What follows belongs to an exercise in optimizing a design on an open flow for small area and a short achievable clock period; a production flow would make more cautious choices. Only simulation tests tie the RTL to the original design; equivalence was not proved. Power figures rest on the tool's default switching activity, not on a simulated workload.

`flow/run.sh`:
```
#!/bin/bash
# The standard layout (the standard.sh), with the port buffers made from
# buf_2 cells instead of ORFS's default choice (a delay cell).
set -o pipefail
export BUFFER_PORTS_ARGS="-buffer_cell sky130_fd_sc_hd__buf_2"
bash standard.sh > standard.log 2>&1
```
`standard.sh`:
```
#!/bin/bash
# synth_recipe.tcl (not shown) runs the flow's synth.tcl, then flattens the netlist and writes it again
# the make line also repeats each setting of config.mk as NAME=value (left out here)
make -C /OpenROAD-flow-scripts/flow DESIGN_CONFIG=/design/flow/config.mk WORK_HOME=/design/flow/orfs CLKGATE_MAP_FILE= SYNTH_SCRIPT=/design/flow/synth_recipe.tcl "${@:-finish}"
```
`config.mk`:
```
export PLATFORM = sky130hd
export DESIGN_NAME = single_cycle_processor
export DESIGN_NICKNAME = single_cycle_processor
export VERILOG_FILES = /design/flow/design.v
export SDC_FILE = /design/flow/constraint.sdc
export NUM_CORES = 4
export LEC_CHECK = 0
export CAP_MARGIN = 20
export CORE_MARGIN = 2
export CORE_UTILIZATION = 40
export CTS_BUF_LIST = sky130_fd_sc_hd__clkbuf_4 sky130_fd_sc_hd__clkbuf_8
export CTS_CLUSTER_DIAMETER = 60
export CTS_CLUSTER_SIZE = 12
export SETUP_SLACK_MARGIN = 4
export SLEW_MARGIN = 20
export SYNTH_HIERARCHICAL = 1
export SYNTH_MINIMUM_KEEP_SIZE = 0
```
`constraint.sdc`:
```
create_clock -name core_clock -period 12.0 [get_ports {clk}]
set_input_delay 2.4000 -clock core_clock [delete_from_list [all_inputs] [get_ports {clk}]]
set_output_delay 2.4000 -clock core_clock [all_outputs]
set_load 0.01 [all_outputs]
```
`design.v`:
```
module single_cycle_processor(clk,reset,imem_addr,imem_data,dmem_addr,dmem_wdata,dmem_we,dmem_rdata);
	input clk;
	input reset;
	output [31:0] imem_addr;
	input [31:0] imem_data;
	output [31:0] dmem_addr;
	output [31:0] dmem_wdata;
	output dmem_we;
	input [31:0] dmem_rdata;
	wire [31:0] ins = imem_data;
	wire [3:0] cond = ins[31:28];
	wire [1:0] op = ins[27:26];
	wire [5:0] funct = ins[25:20];
	wire [3:0] rn = ins[19:16];
	wire [3:0] rd = ins[15:12];
	wire [3:0] rm = ins[3:0];
	reg [31:0] pc;
	reg [31:0] r15;
	wire [511:0] rq;    
	wire cond0 = (cond == 4'b0000);
	wire is_dp = (op == 2'b00);
	wire is_mem = (op == 2'b01);
	wire f_sub = (funct == 6'b000100) | (funct == 6'b010101);
	wire f_and = (funct == 6'b000000);
	wire f_orr = (funct == 6'b011000);
	wire f_lsr = (funct == 6'b111110);
	wire f_lsl = (funct == 6'b111100);
	wire f_cmp = (funct == 6'b010101);
	wire big = ins[11] | ins[7] | ins[6] | ins[5];    
	wire nrst = ~reset;
	wire s_mem = nrst & is_mem;
	wire s_g   = nrst & is_dp & (f_and | f_orr);
	wire s_orr = nrst & is_dp & f_orr;
	wire s_sh  = nrst & is_dp & (f_lsr | f_lsl) & ~big;
	wire s_sum = nrst & ~is_mem & ~(is_dp & (f_and | f_orr | f_lsr | f_lsl));
	wire sub = is_dp & f_sub;
	wire reg_we = cond0 & ((is_dp & ~f_cmp) | (is_mem & (funct == 6'b011001)));
	assign dmem_we = cond0 & is_mem & (funct == 6'b011000);
	wire [3:0] a2 = is_mem ? rd : rm;
	wire [15:0] oha = 16'd1 << rn;
	wire [15:0] ohb = 16'd1 << a2;
	wire [31:0] ra_n, rb;
	rd_port #(.INV(1)) u_rda(.oh(oha), .rq(rq), .out(ra_n));
	rd_port #(.INV(0)) u_rdb(.oh(ohb), .rq(rq), .out(rb));
	addr_add u_aadd(.a_n(ra_n), .b({ins[11], ins[11:0]}), .s(dmem_addr));
	assign dmem_wdata = rb;
	assign imem_addr = pc;
	wire [31:0] sum, g, p;
	alu_add u_alu(.a_n(ra_n), .b(rb), .sub(sub), .s(sum), .g(g), .p(p));
	wire left = ~funct[1];
	wire [31:0] sh;
	shifter u_sh(.a_n(ra_n), .amt(ins[4:0]), .left(left), .y(sh));
	wire [31:0] result;
	result_mux u_res(.s_mem(s_mem), .s_g(s_g), .s_orr(s_orr), .s_sh(s_sh), .s_sum(s_sum),
		.rdata(dmem_rdata), .g(g), .p(p), .sh(sh), .sum(sum), .y(result));
	wire [31:0] t;    
	assign t[0] = 1'b0;
	assign t[1] = 1'b1;
	genvar i;
	generate for (i = 2; i < 32; i = i + 1) begin : g_inc
		g_and2 u(.a(t[i-1]), .b(pc[i-1]), .y(t[i]));
	end endgenerate
	wire [31:0] pc2 = {pc[31:1] ^ t[31:1], pc[0]};
	wire s_inc1 = cond0 & nrst & pc[0];     
	wire s_inc0 = cond0 & nrst & ~pc[0];    
	wire s_jmp = ~cond0;                    
	wire [31:0] pc_next;
	assign pc_next[0] = s_inc0 | (s_jmp & result[0]);
	generate for (i = 1; i < 32; i = i + 1) begin : g_pcn
		wire n;
		g_a222oi u(.a1(s_inc1), .a2(pc2[i]), .b1(s_inc0), .b2(pc[i]), .c1(s_jmp), .c2(result[i]), .y(n));
		g_inv v(.a(n), .y(pc_next[i]));
	end endgenerate
	always @(posedge clk) begin
		pc <= pc_next;
		r15 <= pc2 & {32{nrst}};
	end
	assign rq[511:480] = r15;
	generate for (i = 0; i < 15; i = i + 1) begin : g_rf
		reg [31:0] q;
		wire en = reset | (reg_we & (rd == i));
		always @(posedge clk)
			if (en) q <= result;
		assign rq[32*i+31:32*i] = q;
	end endgenerate
endmodule
module rd_port #(parameter INV = 0) (oh, rq, out);
	input [15:0] oh;
	input [511:0] rq;
	output [31:0] out;
	genvar i, k;
	generate for (i = 0; i < 32; i = i + 1) begin : b
		wire [15:0] r;
		for (k = 0; k < 16; k = k + 1) begin : w
			assign r[k] = rq[32*k + i];
		end
		if (INV) begin : n
			rd_bit_n u(.oh(oh), .r(r), .y_n(out[i]));
		end else begin : t
			rd_bit u(.oh(oh), .r(r), .y(out[i]));
		end
	end endgenerate
endmodule
module rd_bit(oh, r, y);
	input [15:0] oh, r;
	output y;
	wire [5:0] n;
	wire x0, x1;
	genvar k;
	generate for (k = 0; k < 5; k = k + 1) begin : g
		g_a222oi u(.a1(oh[3*k]), .a2(r[3*k]), .b1(oh[3*k+1]), .b2(r[3*k+1]), .c1(oh[3*k+2]), .c2(r[3*k+2]), .y(n[k]));
	end endgenerate
	g_nand2 u15(.a(oh[15]), .b(r[15]), .y(n[5]));
	g_nand3 ux0(.a(n[0]), .b(n[1]), .c(n[2]), .y(x0));
	g_nand3 ux1(.a(n[3]), .b(n[4]), .c(n[5]), .y(x1));
	g_or2 uo(.a(x0), .b(x1), .y(y));
endmodule
module rd_bit_n(oh, r, y_n);
	input [15:0] oh, r;
	output y_n;
	wire x0, x1;
	rd_grp8 u0(.oh(oh[7:0]), .r(r[7:0]), .x(x0));
	rd_grp8 u1(.oh(oh[15:8]), .r(r[15:8]), .x(x1));
	g_nor2 uo(.a(x0), .b(x1), .y(y_n));
endmodule
module rd_grp8(oh, r, x);
	input [7:0] oh, r;
	output x;
	assign x = |(oh & r);
endmodule
module result_mux(s_mem, s_g, s_orr, s_sh, s_sum, rdata, g, p, sh, sum, y);
	input s_mem, s_g, s_orr, s_sh, s_sum;
	input [31:0] rdata, g, p, sh, sum;
	output [31:0] y;
	genvar i;
	generate for (i = 0; i < 32; i = i + 1) begin : b
		res_bit u(.s_mem(s_mem), .rdata(rdata[i]), .s_g(s_g), .g(g[i]), .s_orr(s_orr), .p(p[i]),
			.s_sum(s_sum), .sum(sum[i]), .s_sh(s_sh), .sh(sh[i]), .y(y[i]));
	end endgenerate
endmodule
module res_bit(s_mem, rdata, s_g, g, s_orr, p, s_sum, sum, s_sh, sh, y);
	input s_mem, rdata, s_g, g, s_orr, p, s_sum, sum, s_sh, sh;
	output y;
	assign y = (s_mem & rdata) | (s_g & g) | (s_orr & p) | (s_sum & sum) | (s_sh & sh);
endmodule
module shifter(a_n, amt, left, y);
	input [31:0] a_n;
	input [4:0] amt;
	input left;
	output [31:0] y;
	wire [31:0] x [0:5];
	assign x[0] = a_n;
	genvar k, i;
	generate for (k = 0; k < 5; k = k + 1) begin : st
		localparam B = (k == 0) ? 0 : (k == 1) ? 4 : (k == 2) ? 1 : (k == 3) ? 3 : 2;
		localparam S = 1 << B;
		wire sl = amt[B] & left;     
		wire sr = amt[B] & ~left;    
		wire sp = ~amt[B];           
		localparam [0:0] FILL = (k % 2 == 0) ? 1'b1 : 1'b0;
		for (i = 0; i < 32; i = i + 1) begin : b
			if (i - S >= 0 && i + S < 32) begin : m
				g_a222oi u(.a1(sp), .a2(x[k][i]), .b1(sl), .b2(x[k][i-S]), .c1(sr), .c2(x[k][i+S]), .y(x[k+1][i]));
			end else if (i < 16) begin : e
				if (FILL) g2_a221oi u(.a1(sp), .a2(x[k][i]), .b1(sr), .b2(x[k][i+S]), .c1(sl),
				                      .d2(x[k][31-i]), .e1(sl), .e2(x[k][31-i-S]), .f1(sr), .y(x[k+1][i]), .z(x[k+1][31-i]));
				else g2s_a22oi u(.a1(sp), .a2(x[k][i]), .b1(sr), .b2(x[k][i+S]),
				                .d2(x[k][31-i]), .e1(sl), .e2(x[k][31-i-S]), .y(x[k+1][i]), .z(x[k+1][31-i]));
			end
		end
	end endgenerate
	assign y = x[5];
endmodule
module addr_add(a_n, b, s);
	input [31:0] a_n;
	input [12:0] b;
	output [31:0] s;
	wire [12:0] bn, g, p;
	wire [12:0] gn1, pn1, g2, p2, gn3, pn3, g4;
	genvar i;
	generate for (i = 0; i < 13; i = i + 1) begin : l0
		g_inv ub(.a(b[i]), .y(bn[i]));
		g_nor2 ug(.a(a_n[i]), .b(bn[i]), .y(g[i]));       
		g_xnor2 up(.a(a_n[i]), .b(b[i]), .y(p[i]));       
	end endgenerate
	generate for (i = 0; i < 13; i = i + 1) begin : l1
		if (i >= 1) begin : c
			g_a21oi ug(.a1(p[i]), .a2(g[i-1]), .b1(g[i]), .y(gn1[i]));
			if (i >= 2) begin : pp
				g_nand2 up(.a(p[i]), .b(p[i-1]), .y(pn1[i]));
			end else begin : np
				assign pn1[i] = 1'b1;
			end
		end else begin : f
			g_inv ug(.a(g[i]), .y(gn1[i]));
			assign pn1[i] = 1'b1;
		end
	end endgenerate
	generate for (i = 0; i < 13; i = i + 1) begin : l2
		if (i >= 2) begin : c
			g_o21ai ug(.a1(pn1[i]), .a2(gn1[i-2]), .b1(gn1[i]), .y(g2[i]));
			if (i >= 4) begin : pp
				g_nor2 up(.a(pn1[i]), .b(pn1[i-2]), .y(p2[i]));
			end else begin : np
				assign p2[i] = 1'b0;
			end
		end else begin : f
			g_inv ug(.a(gn1[i]), .y(g2[i]));
			assign p2[i] = 1'b0;
		end
	end endgenerate
	generate for (i = 0; i < 13; i = i + 1) begin : l3
		if (i >= 4) begin : c
			g_a21oi ug(.a1(p2[i]), .a2(g2[i-4]), .b1(g2[i]), .y(gn3[i]));
			if (i >= 8) begin : pp
				g_nand2 up(.a(p2[i]), .b(p2[i-4]), .y(pn3[i]));
			end else begin : np
				assign pn3[i] = 1'b1;
			end
		end else begin : f
			g_inv ug(.a(g2[i]), .y(gn3[i]));
			assign pn3[i] = 1'b1;
		end
	end endgenerate
	generate for (i = 0; i < 13; i = i + 1) begin : l4
		if (i >= 8) begin : c
			g_o21ai ug(.a1(pn3[i]), .a2(gn3[i-8]), .b1(gn3[i]), .y(g4[i]));
		end else begin : f
			g_inv ug(.a(gn3[i]), .y(g4[i]));
		end
	end endgenerate
	assign s[0] = p[0];
	generate for (i = 1; i < 13; i = i + 1) begin : sm
		g_xor2 u(.a(p[i]), .b(g4[i-1]), .y(s[i]));
	end endgenerate
	wire [18:0] A;
	inc_pfx u_pfx(.a_n(a_n[30:13]), .A(A));
	generate for (i = 13; i < 32; i = i + 1) begin : up
		wire w;
		g_nand2 un(.a(g4[12]), .b(A[i-13]), .y(w));
		g_xor2 ux(.a(a_n[i]), .b(w), .y(s[i]));
	end endgenerate
endmodule
module inc_pfx(a_n, A);
	input [17:0] a_n;
	output [18:0] A;
	genvar k;
	assign A[0] = 1'b1;
	generate for (k = 1; k < 19; k = k + 1) begin : b
		assign A[k] = ~|a_n[k-1:0];
	end endgenerate
endmodule
module alu_add(a_n, b, sub, s, g, p);
	input [31:0] a_n, b;
	input sub;
	output [31:0] s, g, p;
	wire [31:0] bxn;
	genvar k;
	generate for (k = 0; k < 32; k = k + 1) begin : pg
		g_xnor2 ub(.a(b[k]), .b(sub), .y(bxn[k]));       
		g_nor2 ug(.a(a_n[k]), .b(bxn[k]), .y(g[k]));     
		g_xor2 up(.a(a_n[k]), .b(bxn[k]), .y(p[k]));     
	end endgenerate
	wire g0c_n;
	wire i_g0c_n;
	wire G1_3;
	wire G3_4;
	wire P3_4;
	wire G5_6;
	wire P5_6;
	wire G7_8;
	wire P7_8;
	wire G9_10;
	wire P9_10;
	wire G11_12;
	wire P11_12;
	wire G13_14;
	wire P13_14;
	wire G15_16;
	wire P15_16;
	wire G17_18;
	wire P17_18;
	wire G19_20;
	wire P19_20;
	wire G21_22;
	wire P21_22;
	wire G23_24;
	wire P23_24;
	wire G25_26;
	wire P25_26;
	wire G27_28;
	wire P27_28;
	wire G29_30;
	wire P29_30;
	wire G3_32;
	wire G7_33;
	wire P7_33;
	wire G11_35;
	wire P11_35;
	wire G15_37;
	wire P15_37;
	wire G19_39;
	wire P19_39;
	wire G23_41;
	wire P23_41;
	wire G27_43;
	wire P27_43;
	wire G7_45;
	wire G15_46;
	wire P15_46;
	wire G23_48;
	wire P23_48;
	wire G15_50;
	wire i_G15_50;
	wire G23_52;
	wire i_G7_45;
	wire G11_54;
	wire G19_55;
	wire G27_56;
	wire i_G3_32;
	wire G5_58;
	wire G9_59;
	wire G13_60;
	wire G17_61;
	wire G21_62;
	wire i_G23_52;
	wire G25_64;
	wire G29_65;
	wire i_G1_3;
	wire G2_67;
	wire G4_68;
	wire G6_69;
	wire G8_70;
	wire G10_71;
	wire i_G11_54;
	wire G12_73;
	wire G14_74;
	wire G16_75;
	wire G18_76;
	wire i_G19_55;
	wire G20_78;
	wire G22_79;
	wire G24_80;
	wire G26_81;
	wire i_G27_56;
	wire G28_83;
	wire G30_84;
	g_a21oi u1(.a1(p[0]), .a2(sub), .b1(g[0]), .y(g0c_n));
	g_inv u2(.a(g0c_n), .y(i_g0c_n));
	g_a21oi u3(.a1(p[1]), .a2(i_g0c_n), .b1(g[1]), .y(G1_3));
	g_a21oi u4(.a1(p[3]), .a2(g[2]), .b1(g[3]), .y(G3_4));
	g_nand2 u5(.a(p[3]), .b(p[2]), .y(P3_4));
	g_a21oi u6(.a1(p[5]), .a2(g[4]), .b1(g[5]), .y(G5_6));
	g_nand2 u7(.a(p[5]), .b(p[4]), .y(P5_6));
	g_a21oi u8(.a1(p[7]), .a2(g[6]), .b1(g[7]), .y(G7_8));
	g_nand2 u9(.a(p[7]), .b(p[6]), .y(P7_8));
	g_a21oi u10(.a1(p[9]), .a2(g[8]), .b1(g[9]), .y(G9_10));
	g_nand2 u11(.a(p[9]), .b(p[8]), .y(P9_10));
	g_a21oi u12(.a1(p[11]), .a2(g[10]), .b1(g[11]), .y(G11_12));
	g_nand2 u13(.a(p[11]), .b(p[10]), .y(P11_12));
	g_a21oi u14(.a1(p[13]), .a2(g[12]), .b1(g[13]), .y(G13_14));
	g_nand2 u15(.a(p[13]), .b(p[12]), .y(P13_14));
	g_a21oi u16(.a1(p[15]), .a2(g[14]), .b1(g[15]), .y(G15_16));
	g_nand2 u17(.a(p[15]), .b(p[14]), .y(P15_16));
	g_a21oi u18(.a1(p[17]), .a2(g[16]), .b1(g[17]), .y(G17_18));
	g_nand2 u19(.a(p[17]), .b(p[16]), .y(P17_18));
	g_a21oi u20(.a1(p[19]), .a2(g[18]), .b1(g[19]), .y(G19_20));
	g_nand2 u21(.a(p[19]), .b(p[18]), .y(P19_20));
	g_a21oi u22(.a1(p[21]), .a2(g[20]), .b1(g[21]), .y(G21_22));
	g_nand2 u23(.a(p[21]), .b(p[20]), .y(P21_22));
	g_a21oi u24(.a1(p[23]), .a2(g[22]), .b1(g[23]), .y(G23_24));
	g_nand2 u25(.a(p[23]), .b(p[22]), .y(P23_24));
	g_a21oi u26(.a1(p[25]), .a2(g[24]), .b1(g[25]), .y(G25_26));
	g_nand2 u27(.a(p[25]), .b(p[24]), .y(P25_26));
	g_a21oi u28(.a1(p[27]), .a2(g[26]), .b1(g[27]), .y(G27_28));
	g_nand2 u29(.a(p[27]), .b(p[26]), .y(P27_28));
	g_a21oi u30(.a1(p[29]), .a2(g[28]), .b1(g[29]), .y(G29_30));
	g_nand2 u31(.a(p[29]), .b(p[28]), .y(P29_30));
	g_o21ai u32(.a1(P3_4), .a2(G1_3), .b1(G3_4), .y(G3_32));
	g_o21ai u33(.a1(P7_8), .a2(G5_6), .b1(G7_8), .y(G7_33));
	g_nor2 u34(.a(P7_8), .b(P5_6), .y(P7_33));
	g_o21ai u35(.a1(P11_12), .a2(G9_10), .b1(G11_12), .y(G11_35));
	g_nor2 u36(.a(P11_12), .b(P9_10), .y(P11_35));
	g_o21ai u37(.a1(P15_16), .a2(G13_14), .b1(G15_16), .y(G15_37));
	g_nor2 u38(.a(P15_16), .b(P13_14), .y(P15_37));
	g_o21ai u39(.a1(P19_20), .a2(G17_18), .b1(G19_20), .y(G19_39));
	g_nor2 u40(.a(P19_20), .b(P17_18), .y(P19_39));
	g_o21ai u41(.a1(P23_24), .a2(G21_22), .b1(G23_24), .y(G23_41));
	g_nor2 u42(.a(P23_24), .b(P21_22), .y(P23_41));
	g_o21ai u43(.a1(P27_28), .a2(G25_26), .b1(G27_28), .y(G27_43));
	g_nor2 u44(.a(P27_28), .b(P25_26), .y(P27_43));
	g_a21oi u45(.a1(P7_33), .a2(G3_32), .b1(G7_33), .y(G7_45));
	g_a21oi u46(.a1(P15_37), .a2(G11_35), .b1(G15_37), .y(G15_46));
	g_nand2 u47(.a(P15_37), .b(P11_35), .y(P15_46));
	g_a21oi u48(.a1(P23_41), .a2(G19_39), .b1(G23_41), .y(G23_48));
	g_nand2 u49(.a(P23_41), .b(P19_39), .y(P23_48));
	g_o21ai u50(.a1(P15_46), .a2(G7_45), .b1(G15_46), .y(G15_50));
	g_inv u51(.a(G15_50), .y(i_G15_50));
	g_o21ai u52(.a1(P23_48), .a2(i_G15_50), .b1(G23_48), .y(G23_52));
	g_inv u53(.a(G7_45), .y(i_G7_45));
	g_a21oi u54(.a1(P11_35), .a2(i_G7_45), .b1(G11_35), .y(G11_54));
	g_a21oi u55(.a1(P19_39), .a2(G15_50), .b1(G19_39), .y(G19_55));
	g_a21oi u56(.a1(P27_43), .a2(G23_52), .b1(G27_43), .y(G27_56));
	g_inv u57(.a(G3_32), .y(i_G3_32));
	g_o21ai u58(.a1(P5_6), .a2(i_G3_32), .b1(G5_6), .y(G5_58));
	g_o21ai u59(.a1(P9_10), .a2(G7_45), .b1(G9_10), .y(G9_59));
	g_o21ai u60(.a1(P13_14), .a2(G11_54), .b1(G13_14), .y(G13_60));
	g_o21ai u61(.a1(P17_18), .a2(i_G15_50), .b1(G17_18), .y(G17_61));
	g_o21ai u62(.a1(P21_22), .a2(G19_55), .b1(G21_22), .y(G21_62));
	g_inv u63(.a(G23_52), .y(i_G23_52));
	g_o21ai u64(.a1(P25_26), .a2(i_G23_52), .b1(G25_26), .y(G25_64));
	g_o21ai u65(.a1(P29_30), .a2(G27_56), .b1(G29_30), .y(G29_65));
	g_inv u66(.a(G1_3), .y(i_G1_3));
	g_a21oi u67(.a1(p[2]), .a2(i_G1_3), .b1(g[2]), .y(G2_67));
	g_a21oi u68(.a1(p[4]), .a2(G3_32), .b1(g[4]), .y(G4_68));
	g_a21oi u69(.a1(p[6]), .a2(G5_58), .b1(g[6]), .y(G6_69));
	g_a21oi u70(.a1(p[8]), .a2(i_G7_45), .b1(g[8]), .y(G8_70));
	g_a21oi u71(.a1(p[10]), .a2(G9_59), .b1(g[10]), .y(G10_71));
	g_inv u72(.a(G11_54), .y(i_G11_54));
	g_a21oi u73(.a1(p[12]), .a2(i_G11_54), .b1(g[12]), .y(G12_73));
	g_a21oi u74(.a1(p[14]), .a2(G13_60), .b1(g[14]), .y(G14_74));
	g_a21oi u75(.a1(p[16]), .a2(G15_50), .b1(g[16]), .y(G16_75));
	g_a21oi u76(.a1(p[18]), .a2(G17_61), .b1(g[18]), .y(G18_76));
	g_inv u77(.a(G19_55), .y(i_G19_55));
	g_a21oi u78(.a1(p[20]), .a2(i_G19_55), .b1(g[20]), .y(G20_78));
	g_a21oi u79(.a1(p[22]), .a2(G21_62), .b1(g[22]), .y(G22_79));
	g_a21oi u80(.a1(p[24]), .a2(G23_52), .b1(g[24]), .y(G24_80));
	g_a21oi u81(.a1(p[26]), .a2(G25_64), .b1(g[26]), .y(G26_81));
	g_inv u82(.a(G27_56), .y(i_G27_56));
	g_a21oi u83(.a1(p[28]), .a2(i_G27_56), .b1(g[28]), .y(G28_83));
	g_a21oi u84(.a1(p[30]), .a2(G29_65), .b1(g[30]), .y(G30_84));
	assign s[0] = p[0] ^ sub;
	g_xnor2 u85(.a(p[1]), .b(g0c_n), .y(s[1]));
	g_xnor2 u86(.a(p[2]), .b(G1_3), .y(s[2]));
	g_xnor2 u87(.a(p[3]), .b(G2_67), .y(s[3]));
	g_xor2 u88(.a(p[4]), .b(G3_32), .y(s[4]));
	g_xnor2 u89(.a(p[5]), .b(G4_68), .y(s[5]));
	g_xor2 u90(.a(p[6]), .b(G5_58), .y(s[6]));
	g_xnor2 u91(.a(p[7]), .b(G6_69), .y(s[7]));
	g_xnor2 u92(.a(p[8]), .b(G7_45), .y(s[8]));
	g_xnor2 u93(.a(p[9]), .b(G8_70), .y(s[9]));
	g_xor2 u94(.a(p[10]), .b(G9_59), .y(s[10]));
	g_xnor2 u95(.a(p[11]), .b(G10_71), .y(s[11]));
	g_xnor2 u96(.a(p[12]), .b(G11_54), .y(s[12]));
	g_xnor2 u97(.a(p[13]), .b(G12_73), .y(s[13]));
	g_xor2 u98(.a(p[14]), .b(G13_60), .y(s[14]));
	g_xnor2 u99(.a(p[15]), .b(G14_74), .y(s[15]));
	g_xor2 u100(.a(p[16]), .b(G15_50), .y(s[16]));
	g_xnor2 u101(.a(p[17]), .b(G16_75), .y(s[17]));
	g_xor2 u102(.a(p[18]), .b(G17_61), .y(s[18]));
	g_xnor2 u103(.a(p[19]), .b(G18_76), .y(s[19]));
	g_xnor2 u104(.a(p[20]), .b(G19_55), .y(s[20]));
	g_xnor2 u105(.a(p[21]), .b(G20_78), .y(s[21]));
	g_xor2 u106(.a(p[22]), .b(G21_62), .y(s[22]));
	g_xnor2 u107(.a(p[23]), .b(G22_79), .y(s[23]));
	g_xor2 u108(.a(p[24]), .b(G23_52), .y(s[24]));
	g_xnor2 u109(.a(p[25]), .b(G24_80), .y(s[25]));
	g_xor2 u110(.a(p[26]), .b(G25_64), .y(s[26]));
	g_xnor2 u111(.a(p[27]), .b(G26_81), .y(s[27]));
	g_xnor2 u112(.a(p[28]), .b(G27_56), .y(s[28]));
	g_xnor2 u113(.a(p[29]), .b(G28_83), .y(s[29]));
	g_xor2 u114(.a(p[30]), .b(G29_65), .y(s[30]));
	g_xnor2 u115(.a(p[31]), .b(G30_84), .y(s[31]));
endmodule
module g_a222oi(input a1, a2, b1, b2, c1, c2, output y);
	assign y = ~((a1 & a2) | (b1 & b2) | (c1 & c2));
endmodule
module g2_a221oi(input a1, a2, b1, b2, c1, d2, e1, e2, f1, output y, z);
	assign y = ~((a1 & a2) | (b1 & b2) | c1);
	assign z = ~((a1 & d2) | (e1 & e2) | f1);
endmodule
module g2s_a22oi(input a1, a2, b1, b2, d2, e1, e2, output y, z);
	assign y = ~((a1 & a2) | (b1 & b2));
	assign z = ~((a1 & d2) | (e1 & e2));
endmodule
module g_nand2(input a, b, output y);
	assign y = ~(a & b);
endmodule
module g_nand3(input a, b, c, output y);
	assign y = ~(a & b & c);
endmodule
module g_nor2(input a, b, output y);
	assign y = ~(a | b);
endmodule
module g_or2(input a, b, output y);
	assign y = a | b;
endmodule
module g_and2(input a, b, output y);
	assign y = a & b;
endmodule
module g_inv(input a, output y);
	assign y = ~a;
endmodule
module g_xnor2(input a, b, output y);
	assign y = ~(a ^ b);
endmodule
module g_xor2(input a, b, output y);
	assign y = a ^ b;
endmodule
module g_a21oi(input a1, a2, b1, output y);
	assign y = ~((a1 & a2) | b1);
endmodule
module g_o21ai(input a1, a2, b1, output y);
	assign y = ~((a1 | a2) & b1);
endmodule
```
==> flow_summary.ini, run 1 <==
[outcome]
status = timing/DRC/antenna clean

[grt]
gr-total-overflow = 0
grt_max_degree = 35
grt_usage_pct = 32.3
grt_pass1_vias = 23500
antenna_found_initial = 3
grt_pass1_wl_um = 166000

[placement]
dp_hpwl_um = 75700
numPortBuffers = 162
place_congestion = 0.992

[hold_path]
hold_class = reg -> reg

[route]
ant_nets = 0
drc = 0
drt_iter0_markers = 6450
wl_met3_um = 19300
vias = 25300
met1_length_um = 43700
via_per_inst = 7.38
first_pass_iters = 15
top_layer = met5
finalWirelength_um = 120000
wl_per_cell_um = 35.1
met2WireLength_um = 50900

[sta]
maxSlewHeadroom_pct = 18.8
rsz0062_at_grt = true
period_needed_ns = 7.90
fin_tns_setup_ns = 0
slew_violations = 0
fin_skew_ns = 0.0528
holdWs_ns = 0.514
hold_viol = 0
setup_viol = 0
tightestPinTransition_ns = 1.22
finalCritPeriodShare_pct = 65.8
fmax_mhz = 127

[critical_path]
critPathArrivalTime_ns = 5.50
critPathKind = in -> out
cp_max_fo = 32
cp-start-kind = input port
cp-end-kind = output port
critPathRequiredTime_ns = 9.60
crit_family = buffers and inverters
cpMostUsedCell = nand2_1
critPathSlowestCell = buf_6
worstPathCellList = clkbuf_4, nor4_4, buf_6, a22oi_1, nand4_1, nor2_1, buf_4, xnor2_2, nand2_1, o21ai_2, a21oi_2, o21ai_4, buf_12, nand2_1, xor2_1, buf_2
slowest_delay_ns = 0.46
crit_buf_inv = 5

[yosys]
synth_cell_types = 49
synth.avg_cell_area_um2 = 12.7
synth_area_mm2 = 0.0272
yosysSeqAreaShare_pct = 57.6
synth-seq-cells = 544
syn_inst = 2141
synth_nets = 2207
yosys_warnings = 8

[power]
p_comb_share_pct = 29.7
clockPowerShare_pct = 21.9
switching_share_pct = 36.0
ir_drop_v = 0.000111
seqPwrFrac_pct = 48.4
p_leak_nw = 11.7
power.density_mw_per_mm2 = 188
switchingPower_mw = 2.21
p_int_mw = 3.93

[clock_network]
cts_max_path_buffers = 3
cts_root_buffer = clkbuf_8
cts.htree.levels = 2
cts_buffers = 56
path_clk_slew_ns = 0.08
clock_latency_ns = 0.74
cts.sinks = 544
cts_tree = yes

[floorplanning]
die_h_um = 265
die_area_mm2 = 0.0702
io-pin-count = 163
die_x_um = 265
initial_core_util_pct = 40.5
core-area_mm2 = 0.0673
rows = 95

[finish]
mostFrequentLayoutCell = edfxtp_1
final_cell_mix = edfxtp_1, a22oi_1, a222oi_1, buf_2, buf_4
nNetsFinal = 2574
drive_gt1_share_pct = 24.7
nFillCells = 5934
area_growth_pct = 20.0

[run]
drv_cap = 0
==> per-layer routing <==
metal	up-vias	GRT usage (%)
li1	10000	-
met1	12300	43.5
met2	2515	47.8
met3	446	9.21
met4	2	16.1
met5	-	0
==> path summary, 6_finish.rpt <==
check | from | to | slack [ns] | cells past startpoint
worst max register to register | pc[1] | pc[31] | 5.03 | 33
worst max-delay path | imem_data[18] | dmem_addr[29] | 4.10 | 16
worst min register to register | pc[1] | r15[1] | 0.51 | 1
worst min-delay path | pc[1] | r15[1] | 0.51 | 1
==> per-module statistics from Yosys (local to each module, per instance), a selection <==
module / times used / flip-flops and latches
g2s_a22oi: 24 / 0
g_nor2: 92 / 0
shifter: 1 / 0
alu_add: 1 / 0
g_or2: 32 / 0
g_inv: 68 / 0
g_nand2: 83 / 0
g_nand3: 64 / 0
res_bit: 32 / 0
inc_pfx: 1 / 0
g_xnor2: 66 / 0
g_and2: 30 / 0
g_a222oi: 289 / 0
addr_add: 1 / 0
==> per-stage QoR <==
stage / cell area [µm²] / instances / util (%) / worst slack [ns] / power, mW
after floorplan: 27300 / 2141 / - / 4.00 / 3.91
after global placement: 30300 / 3260 / 45.0 / 2.27 / 4.62
after detailed placement: 30300 / 3261 / 45.0 / 2.17 / 4.65
after CTS: 32100 / 3393 / 47.8 / 4.01 / 6.01
after global routing: 32700 / 3428 / 48.6 / 3.96 / 6.34
final: 32700 / 3430 / 48.6 / 4.10 / 6.13
==> sequential cells by signal, summed over array words and instances, names as in the netlist <==
name and cells:
g_rf.q 480, pc 32, r15 32
==> area by class of cell <==
type                       count  area (µm²)  share of cell area (%)
timing repair buffer         315        2200                    6.75
multi-input combinational   1508       12100                    37.1
antenna                        2        5.00                  0.0153
inverter                      83         314                   0.961
sequential                   544       15700                    48.0
clock buffer                  90        1040                    3.20
tap                          873        1090                    3.34
clock inverter                15         206                   0.632
==> synthesized netlist by cell type (all sizes together) <==
| master | count | area share (%) |
|---|---|---|
| a222oi | 321 | 12 |
| nand3 | 66 | 1.2 |
| a22oi | 336 | 9.3 |
| a221oi | 14 | 0.77 |
| nor3 | 18 | 0.43 |
| o21bai | 15 | 0.41 |
| inv | 83 | 1.2 |
| nand4 | 67 | 1.5 |
| a21oi | 59 | 1.9 |
| xnor2 | 68 | 2.2 |
| and2 | 36 | 0.83 |
| nand2b | 9 | 0.23 |
| o21ba | 1 | 0.037 |
| xor2 | 104 | 3.3 |
| a31oi | 8 | 0.18 |
| nand2 | 123 | 1.7 |
| clkbuf | 5 | 0.069 |
| dfxtp | 64 | 4.7 |
| nand4b | 3 | 0.20 |
| buf | 6 | 0.16 |
| nor4 | 10 | 0.41 |
| nor2b | 38 | 0.88 |
| conb | 2 | 0.028 |
| or4 | 1 | 0.041 |
| nor2 | 127 | 1.8 |
| o41ai | 1 | 0.10 |
| and4b | 1 | 0.037 |
| edfxtp | 480 | 53 |
| a21o | 1 | 0.028 |
| nor3b | 6 | 0.17 |
| and3 | 1 | 0.023 |
| or2 | 33 | 0.76 |
| a211oi | 1 | 0.074 |
| nand4bb | 1 | 0.060 |
| o21ai | 32 | 0.59 |
==> cells by family (layout without fill, tap and decap cells) <==
logic type | Yosys count | after routing | share of synthesized area (%)
AO/OA/AOI/OAI | 789 | 789 | 25.1
XOR/XNOR | 172 | 172 | 5.53
buffers and inverters | 94 | 503 | 1.38
AND/OR/NAND/NOR | 540 | 545 | 10.3
flip-flops | 544 | 544 | 57.6
other | 2 | 4 | 0.0276
==> power groups by stage <==
stage / sequential (mW) / combinational [mW] / clock (mW)
final: 2.97 / 1.82 / 1.34
after global routing: 3.00 / 1.91 / 1.42
after floorplan: 2.89 / 1.02 / 0
after global placement: 2.99 / 1.64 / 0
after detailed placement: 2.99 / 1.67 / 0
after CTS: 2.95 / 1.71 / 1.35
==> repair_timing <==
item                                   in CTS  in global routing
resized for setup                          56                 51
endpoints found under the hold margin       0                  0
hold buffers                                0                  0
cloned                                      0                  5
buffers inserted                           27                 30
pin swaps                                  17                 17
setup endpoints to repair                 284                107
==> run 2, diff against run 1 <==
--- a/config.mk
+++ b/config.mk
@@ -7,7 +7,7 @@
 export LEC_CHECK = 0
 export CAP_MARGIN = 20
 export CORE_MARGIN = 2
-export CORE_UTILIZATION = 40
+export CORE_UTILIZATION = 50
 export CTS_BUF_LIST = sky130_fd_sc_hd__clkbuf_4 sky130_fd_sc_hd__clkbuf_8
 export CTS_CLUSTER_DIAMETER = 60
 export CTS_CLUSTER_SIZE = 12
==> run 2 against run 1 <==
Against the previous run:
- synthesized cell count stayed put
- critical path type unchanged
- design area is 1.4% lower
- maximum frequency is 0.35% lower
- critical endpoint is now dmem_addr[27]
- largest power group unchanged
- clock-buffer cell count is 1 higher
- final cell count is 5.7% lower
- combinational power is 2% lower
- global-route usage is 8.4 points higher
- still clean on timing, DRC and antenna
- sequential power hardly changed
- sequential share of layout area is 0.70 points higher
- die area is 20% lower
- first-iteration DRC count is 8.7% lower
- register-to-register slack worse by 0.11 ns
==> flow_summary.ini, run 2 <==
[outcome]
status = timing/DRC/antenna clean

[grt]
grt_pass1_wl_um = 164000
grt_usage_pct = 40.7
grt_pass1_vias = 23400
grt_max_degree = 54
antenna_found_initial = 5
gr-total-overflow = 0

[critical_path]
cpMostUsedCell = buf_4
critPathArrivalTime_ns = 5.53
cp-start-kind = input port
cp_max_fo = 8
crit_family = buffers and inverters
worstPathCellList = buf_4, nand2b_4, nor3_4, buf_4, buf_4, a22oi_1, nand4_1, nor2_1, buf_4, xnor2_4, nand2_1, nor2_2, a21oi_2, o21ai_4, buf_4, nand2_1, xor2_1, buf_2
cp-end-kind = output port
critPathSlowestCell = o21ai_4
rrSetupSlack_ns = 4.92
critPathKind = in -> out
critPathRequiredTime_ns = 9.60
crit_buf_inv = 6
slowest_delay_ns = 0.26

[yosys]
synth_cell_types = 49
synth_area_mm2 = 0.0272
synth_area_leaders = edfxtp_1, a222oi_1, a22oi_1
synth-edff-count = 480
ys_top_cells_by_count = edfxtp_1, a22oi_1, a222oi_1
synth_nets = 2207
syn_inst = 2141
synth.avg_cell_area_um2 = 12.7
yosys_warnings = 8
async_flop_share_pct = 0
synth_top_cell_by_area = edfxtp_1
synth-seq-cells = 544
synth_top_area_share_pct = 52.9
yosysSeqAreaShare_pct = 57.6
yosys.cell_count.top_type = edfxtp_1
synth_ff_type = edfxtp_1

[sta]
rsz0062_at_grt = true
tightestPinTransition_ns = 1.14
period_needed_ns = 7.93
setup_viol = 0
finalCritPeriodShare_pct = 66.1
holdWs_ns = 0.501
fin_skew_ns = 0.0521
maxSlewHeadroom_pct = 23.7
hold_viol = 0
finalWorstSetupSlack_ns = 4.07
fmax_mhz = 126
fin_tns_setup_ns = 0
slew_violations = 0

[hold_path]
hold_class = reg -> reg

[placement]
dpl_worst_slack_ns = 2.29
place_congestion = 0.983
numPortBuffers = 162
dp_hpwl_um = 73800
dp_cells = 3089

[power]
ir_drop_v = 0.000116
p_comb_share_pct = 29.5
p_int_mw = 3.88
seqPwrFrac_pct = 49.2
p_leak_nw = 11.6
power.density_mw_per_mm2 = 187
clockPowerShare_pct = 21.3
switchingPower_mw = 2.14
switching_share_pct = 35.6

[route]
ant_nets = 0
wl_per_cell_um = 36.6
drt_iter0_markers = 5887
finalWirelength_um = 118000
drc = 0
first_pass_iters = 11
vias = 25200
via_per_inst = 7.78

[clock_network]
clock_latency_ns = 0.72
cts_max_path_buffers = 3
path_clk_slew_ns = 0.08
cts_buffers = 54
cts_root_buffer = clkbuf_8
cts.sinks = 544
cts_tree = yes
cts.htree.levels = 2

[finish]
final_cell_mix = edfxtp_1, a22oi_1, a222oi_1, buf_2, buf_4
area_growth_pct = 18.2
nNetsFinal = 2556
largest_reg_flops = 480
mostFrequentLayoutCell = edfxtp_1
regMostFlops = g_rf.q
instances_no_fill = 3233
top_regs = g_rf.q x480, pc x32, r15 x32
drive_gt1_share_pct = 23.9

[floorplanning]
die_h_um = 237
rows = 85
initial_core_util_pct = 50.6
die_x_um = 237
die_area_mm2 = 0.0563
io-pin-count = 163
core-area_mm2 = 0.0538

[run]
drv_cap = 0
[run 2: cell counts after synthesis]
Identical to the previous run, type by type.
[run 2: power by group through the flow]
stage / sequential, mW / combinational (mW) / clock, mW
global placement: 2.98 / 1.62 / 0
CTS: 2.94 / 1.69 / 1.28
detailed placement: 2.98 / 1.64 / 0
global route: 3.00 / 1.87 / 1.36
finish: 2.96 / 1.78 / 1.28
floorplan: 2.89 / 1.02 / 0
[run 2: layer usage]
layer / wire length [µm] / track usage [%]
met1: 42500 / 55.2
met2: 49600 / 58.2
met3: 18200 / 11.6
met4: 7950 / 24.2
met5: 43 / 0
[run 2: what timing repair did]
item                                   in CTS  in global routing
setup endpoints to repair                 208                103
hold buffers                                0                  0
gates resized for setup                    66                 35
gates cloned                                0                  0
endpoints found under the hold margin       0                  0
setup buffers                              24                 17
pin swaps                                  12                  9
[run 2: Yosys stat by module (local to each module, per instance), a selection]
module / area [µm²] / copies in the design / flip-flops and latches / cells inside
g_xor2: 8.76 / 73 / 0 / 1
g_nor2: 3.75 / 92 / 0 / 1
g_inv: 3.75 / 68 / 0 / 1
g_or2: 6.26 / 32 / 0 / 1
inc_pfx: 253 / 1 / 0 / 28
alu_add: 8.76 / 1 / 0 / 1
g2s_a22oi: 15.0 / 24 / 0 / 2
res_bit: 21.3 / 32 / 0 / 3
g_nand3: 5.00 / 64 / 0 / 1
rd_grp8: 36.3 / 64 / 0 / 5
single_cycle_processor: 16900 / 1 / 544 / 731
addr_add: 7.51 / 1 / 0 / 1
g_xnor2: 8.76 / 66 / 0 / 1
shifter: 81.3 / 1 / 0 / 15
g_a21oi: 8.76 / 58 / 0 / 1
[run 2: per-stage QoR]
step	utilization [%]	area [µm²]	power (mW)
after floorplan	-	27300	3.91
after global placement	55.9	30100	4.60
after detailed placement	55.9	30100	4.62
after CTS	59.3	31900	5.92
after global routing	59.8	32200	6.22
final	59.8	32200	6.02
[run 2: final cells by class]
cell class | instances | area, µm²
Timing Repair Buffer | 304 | 2060
Clock buffer | 91 | 1030
Clock inverter | 9 | 143
Fill cell | 4344 | 21600
Tap cell | 696 | 871
Multi-Input combinational cell | 1503 | 12100
Antenna cell | 3 | 7.51
Inverter | 83 | 314
Sequential cell | 544 | 15700
[run 2: worst register-to-register path, delay by kind of cell (launching register included)]
kind	cells	cell delay, ns
DFF	1	0.43
and+or+nand+nor	30	6.04
AOI/OAI and AO/OA	1	0.33
xor gates and xnor gates	1	0.09
buffers and inverters	1	0.06
[run 2: kinds of logic after synthesis]
logic type,after synthesis,synth area share [%]
compound gates,789,25.1
xor+xnor,172,5.53
buf+inv,94,1.38
flops,544,57.6
other cells,2,0.0276
simple gates,540,10.3
[run 2: final timing paths]
check | start | end | depth (start not counted)
worst max-delay path | imem_data[17] | dmem_addr[27] | 18
worst min register to register | pc[1] | r15[1] | 1
worst min-delay path | pc[1] | r15[1] | 1
worst max register to register | pc[1] | pc[31] | 33

==> what the ideal ports hide <==
How much do the figures lean on ideal ports? The routed layouts below were timed once more, with nothing changed but the port constraints. Step 1 (the two cells are an assumption about what drives the block):
set clk [get_ports {clk}]
set_driving_cell -lib_cell sky130_fd_sc_hd__clkbuf_16 $clk
set_driving_cell -lib_cell sky130_fd_sc_hd__buf_2 [delete_from_list [all_inputs] $clk]
Step 2 also shifts input and output timing later by t, the mid clock arrival at the registers, as if the neighbouring blocks saw the same clock. Slacks: ideal ports / drivers / drivers and shift; pairs: ideal ports / drivers.
run	t (ns)	setup slack, ns	slew at the worst register clock pin (ns)	pins driven straight from the clock port
run 1	0.767	4.101 / 4.079 / 3.407	0.09 / 0.09	1
run 2	0.757	4.073 / 4.042 / 3.460	0.09 / 0.09	1
After both steps setup and hold are still met in every run listed. The setup slack of run 1, which loses most, moves by -0.022 ns with the drivers and by -0.694 ns with both steps.
